Context: an optimization exercise on an open-source flow, tuned for small area and a short achievable clock period. The choices shown serve that exercise and are no tape-out recipe.
In this exercise RTL edits were held to simulation tests only and were not proved equivalent to the original.
No activity file was given, so power comes from the tool's default toggle rates.

Design RISCV_Top, start of the top module:
module RISCV_Top(
		  input         clk,
		  input         rst,
		  output [31:0] imem_addr,
		  input  [31:0] imem_rdata,
		  output [31:0] dmem_addr,
		  output [31:0] dmem_wdata,
		  output        dmem_we,
		  output        dmem_re,
		  input  [31:0] dmem_rdata
		);
wire [31:0] ins = imem_rdata;
wire [6:0]  op  = ins[6:0];
wire [2:0]  f3  = ins[14:12];
wire [6:0]  f7  = ins[31:25];
wire is_r  = (op == 7'b0110011);
wire is_i  = (op == 7'b0010011);
wire is_ld = (op == 7'b0000011);
wire is_st = (op == 7'b0100011);
wire is_br = (op == 7'b1100011);
reg  [31:0] pc;
wire [31:0] rs1v, rs2v;
wire [11:0] mimm = ins[5] ? {ins[31:25], ins[11:7]} : ins[31:20];
wire [12:0] alo  = {1'b0, rs1v[11:0]} + {1'b0, mimm};
wire [19:0] ahi  = rs1v[31:12];
wire [19:0] ainc = ahi + 20'd1;
wire [19:0] adec = ahi - 20'd1;
wire        msgn = mimm[11];
wire [19:0] ahi_c1 = msgn ? ahi  : ainc;         
wire [19:0] ahi_c0 = msgn ? adec : ahi;          
wire [31:0] addr = {alo[12] ? ahi_c1 : ahi_c0, alo[11:0]};
wire [31:0] immI = {{20{ins[31]}}, ins[31:20]};
wire [31:0] opb  = ins[5] ? rs2v : immI;         
wire        f7z  = (f7 == 7'b0000000);
wire        lsel = ~ins[5] | f7z;                
wire        do_sub = ins[5] & (f7 == 7'b0100000) & (f3 == 3'b000);
wire        do_and = lsel & (f3 == 3'b111);
wire        do_or  = lsel & (f3 == 3'b110);
wire        do_xor = lsel & (f3 == 3'b100);
wire [31:0] sum  = rs1v + (opb ^ {32{do_sub}}) + {31'b0, do_sub};
wire [31:0] x    = rs1v ^ opb;
wire [31:0] alu  = do_and ? (rs1v & opb) :
                   do_or  ? (rs1v | opb) :
                   do_xor ? x : sum;
wire [31:0] wb   = ins[4] ? alu : dmem_rdata;
wire        we   = is_r | is_i | is_ld;
Register_File Reg_File(.clk(clk), .rst(rst), .RegWrite(we),
                       .Rs1(ins[19:15]), .Rs2(ins[24:20]), .Rd(ins[11:7]),
  ...
clock: 10.0 ns
lec_check: 0
cap_margin: 20
core_margin: 2
core_utilization: 45
cts_cluster_diameter: 70
cts_cluster_size: 20
place_density: 0.62
setup_slack_margin: 2.5
slew_margin: 20
synth_hierarchical: 1
tns_end_percent: 5
run.sh (not shown) runs the stock make flow with config.mk's settings and CLKGATE_MAP_FILE= SYNTH_SCRIPT=/design/flow/synth_recipe.tcl, a recipe that flattens the netlist after the stock synthesis.
The baseline finished clean.
Edit:
Settings changed: CORE_UTILIZATION 45 to 40, CTS_CLUSTER_DIAMETER 70 to unset, CTS_CLUSTER_SIZE 20 to unset, PLACE_DENSITY 0.62 to 0.6, SETUP_SLACK_MARGIN 2.5 to 2, TNS_END_PERCENT 5 to unset.
=> Synthesized area is unchanged; non-clock buffer count rose by 68; via count came out higher by 2.9%; clock power increases by 29%; cell area is higher by 3.3%; worst setup slack gains 0.015 ns; total power increases by 9.0%; register-to-register slack loses 0.04 ns; combinational power grows by about 5%; worst hold slack improved by 0.011 ns; sequential share of layout area is lower by 1.7 points.

alpha:
Another version of the RTL of RISCV_Top (not shown whole).
Size in the first run: ~3700 cells after synthesis.
==> flow/design.v (excerpt) <==
module RISCV_Top(
		  input         clk,
		  input         rst,
		  output [31:0] imem_addr,
		  input  [31:0] imem_rdata,
		  output [31:0] dmem_addr,
		  output [31:0] dmem_wdata,
		  output        dmem_we,
		  output        dmem_re,
		  input  [31:0] dmem_rdata
		);
Settings: LEC_CHECK=0, CAP_MARGIN=20, CORE_MARGIN=2, CORE_UTILIZATION=45, PLACE_DENSITY=0.62, SETUP_SLACK_MARGIN=2.5, SLEW_MARGIN=20, SYNTH_HIERARCHICAL=1, TNS_END_PERCENT=0; clock period 10.0 ns.
standard.sh (not shown) runs the stock make flow with config.mk's settings and CLKGATE_MAP_FILE= SYNTH_SCRIPT=/design/flow/synth_recipe.tcl, a recipe that flattens the netlist after the stock synthesis.
==> flow/flow/run.sh <==
#!/bin/bash
# Own flow: the standard layout (standard.sh, unchanged synthesis), with
#  - the port buffers inserted as buf_2 cells (the resizer sizes them up
#    where timing needs it) instead of the default delay-buffer cell,
#  - clock tree synthesis without dummy balancing loads, with larger sink
#    clusters.
set -euo pipefail
export BUFFER_PORTS_ARGS="-buffer_cell sky130_fd_sc_hd__buf_2"
export CTS_ARGS="-sink_clustering_enable -repair_clock_nets -dont_use_dummy_load -sink_clustering_size 20 -sink_clustering_max_diameter 70"
bash standard.sh synth > synth.log 2>&1
bash standard.sh finish > layout.log 2>&1
[inputs] beta vs alpha
Settings: CORE_UTILIZATION changed from 45 to 48; PLACE_DENSITY changed from 0.62 to 0.64.
diff --git a/flow/flow/run.sh b/flow/flow/run.sh
--- a/flow/flow/run.sh
+++ b/flow/flow/run.sh
@@ -9 +9 @@
-export CTS_ARGS="-sink_clustering_enable -repair_clock_nets -dont_use_dummy_load -sink_clustering_size 20 -sink_clustering_max_diameter 70"
+export CTS_ARGS="-sink_clustering_enable -repair_clock_nets -dont_use_dummy_load -sink_clustering_size 24 -sink_clustering_max_diameter 80"
### Flow results
Data-path buffer share of cell area in the final layout: alpha vs beta — no meaningful difference. beta | stages: all done | timing, DRC, antenna: all pass. In the reports for beta and alpha, the larger non-clock buffer count belongs to alpha. Relative to alpha, die area decreased by about 6% in beta. Wire length on met3 was higher in the run labelled beta. Relative to alpha, relative contribution of combinational cells to total power has increased by 0.8 points in beta.

Another version of the RTL of RISCV_Top (not shown whole).
Size in the first run: roughly 160 I/O pins.
clock: 10.0 ns
lec_check: 0
cap_margin: 20
core_margin: 2
core_utilization: 50
place_density: 0.66
setup_slack_margin: 3
slew_margin: 20
synth_hierarchical: 1
==> flow/flow/run.sh <==
#!/bin/bash
# Own flow: the standard layout (standard.sh, unchanged synthesis), with
#  - the port buffers inserted as buf_2 cells (the resizer sizes them up
#    where timing needs it) instead of the default delay-buffer cell,
#  - clock tree synthesis without dummy balancing loads, with larger sink
#    clusters.
set -euo pipefail
export BUFFER_PORTS_ARGS="-buffer_cell sky130_fd_sc_hd__buf_2"
export CTS_ARGS="-sink_clustering_enable -repair_clock_nets -dont_use_dummy_load -sink_clustering_size 16 -sink_clustering_max_diameter 60"
bash standard.sh synth > synth.log 2>&1
bash standard.sh finish > layout.log 2>&1
Next try:
--- a/flow/flow/run.sh
+++ b/flow/flow/run.sh
@@ -7,5 +7,5 @@
 set -euo pipefail
 export BUFFER_PORTS_ARGS="-buffer_cell sky130_fd_sc_hd__buf_2"
-export CTS_ARGS="-sink_clustering_enable -repair_clock_nets -dont_use_dummy_load -sink_clustering_size 16 -sink_clustering_max_diameter 60"
+export CTS_ARGS="-sink_clustering_enable -repair_clock_nets -dont_use_dummy_load -sink_clustering_size 20 -sink_clustering_max_diameter 70"
 bash standard.sh synth > synth.log 2>&1
 bash standard.sh finish > layout.log 2>&1
Settings changed: CORE_UTILIZATION 50 to 45, PLACE_DENSITY 0.66 to 0.62, TNS_END_PERCENT set to 0.
Outcome: Worst setup slack got worse by 60 ps. Non-clock buffer count fell by 95. Cell count goes up slightly. Die area increases by roughly a tenth. Clock power went down by roughly a tenth. Wire length drops by a few percent. Sequential cell count stays the same. Area after synthesis stays the same.
Next try:
==> flow/run.sh (new file) <==
#!/bin/bash
# synth_recipe.tcl (not shown) runs the flow's synth.tcl, then flattens the netlist and writes it again
# the make line also repeats each setting of config.mk as NAME=value (left out here)
make -C /OpenROAD-flow-scripts/flow DESIGN_CONFIG=/design/flow/config.mk WORK_HOME=/design/flow/orfs CLKGATE_MAP_FILE= SYNTH_SCRIPT=/design/flow/synth_recipe.tcl finish
Settings changed: CORE_UTILIZATION 45 to 50, CTS_CLUSTER_DIAMETER set to 60, CTS_CLUSTER_SIZE set to 16, PLACE_DENSITY 0.62 to 0.66, TNS_END_PERCENT 0 to unset.
removed: flow/flow/run.sh
removed: flow/standard.sh
What happened:
- The changed run completed without violations
- power increases by 10%
- first-iteration DRC count increases by 4.1%
- combinational power increases by 17%
- cell area increases by 6.9%
Next try:
==> flow/flow/run.sh (new file) <==
#!/bin/bash
# Own flow: the standard layout (standard.sh, unchanged synthesis), with
#  - the port buffers inserted as buf_2 cells (the resizer sizes them up
#    where timing needs it) instead of the default delay-buffer cell,
#  - clock tree synthesis without dummy balancing loads, with larger sink
#    clusters.
set -euo pipefail
export BUFFER_PORTS_ARGS="-buffer_cell sky130_fd_sc_hd__buf_2"
export CTS_ARGS="-sink_clustering_enable -repair_clock_nets -dont_use_dummy_load -sink_clustering_size 20 -sink_clustering_max_diameter 70"
bash standard.sh synth > synth.log 2>&1
bash standard.sh finish > layout.log 2>&1
==> flow/standard.sh (new file) <==
#!/bin/bash
# synth_recipe.tcl (not shown) runs the flow's synth.tcl, then flattens the netlist and writes it again
# the make line also repeats each setting of config.mk as NAME=value (left out here)
make -C /OpenROAD-flow-scripts/flow DESIGN_CONFIG=/design/flow/config.mk WORK_HOME=/design/flow/orfs CLKGATE_MAP_FILE= SYNTH_SCRIPT=/design/flow/synth_recipe.tcl "${@:-finish}"
Settings changed: CORE_UTILIZATION 50 to 45, CTS_CLUSTER_DIAMETER 60 to unset, CTS_CLUSTER_SIZE 16 to unset, PLACE_DENSITY 0.66 to 0.62, SETUP_SLACK_MARGIN 3 to 2.5, TNS_END_PERCENT set to 5.
removed: flow/run.sh
The changed run completed without violations.
Cell count barely changes.
Power goes down by 9.6%.
Final area goes down by 5.7%.

-- afterwards: timing with drivers on the ports --
Ports are ideal in the flow. The routed layouts listed here were re-timed in OpenROAD. Step 1 assumes that a clkbuf_16 drives the clock port and a buf_2 every other input. Step 2 moves the port delays by t, midway between the first and last clock arrival at a register: inputs arrive t later, outputs are due t later. That takes back most of the time a late clock gives input paths. a / b / c = no drivers / after step 1 / after step 2; a / b = the first two.
run | t, ns | setup WS [ns] | worst setup path after step 2 | worst register clock-pin slew, ns | worst data-port slew with drivers (ns)
the first run of note 1 | 0.726 | 1.800 / 1.742 / 1.442 | input to register | 0.09 / 0.09 | 0.16
the second run of note 1 | 0.776 | 1.814 / 1.666 / 1.272 | input to register | 0.07 / 0.07 | 0.15
alpha | 0.709 | 2.369 / 2.288 / 1.978 | input to register | 0.09 / 0.09 | 0.16
beta | 0.747 | 2.425 / 2.279 / 1.741 | input to register | 0.10 / 0.10 | 0.20
the first run of note 3 | 0.718 | 2.414 / 2.287 / 2.234 | input to register | 0.08 / 0.08 | 0.20
the second run of note 3 | 0.712 | 2.354 / 2.251 / 1.745 | input to register | 0.09 / 0.09 | 0.15
the third run of note 3 | 0.750 | 2.307 / 2.262 / 2.262 | input to output | 0.08 / 0.08 | 0.07
the fourth run of note 3 | 0.715 | 2.401 / 2.269 / 1.811 | input to register | 0.09 / 0.09 | 0.15
After both steps every run listed still meets setup and hold. For beta, which loses most, drivers alone change the setup slack by -0.146 ns; drivers and shift together by -0.684 ns.
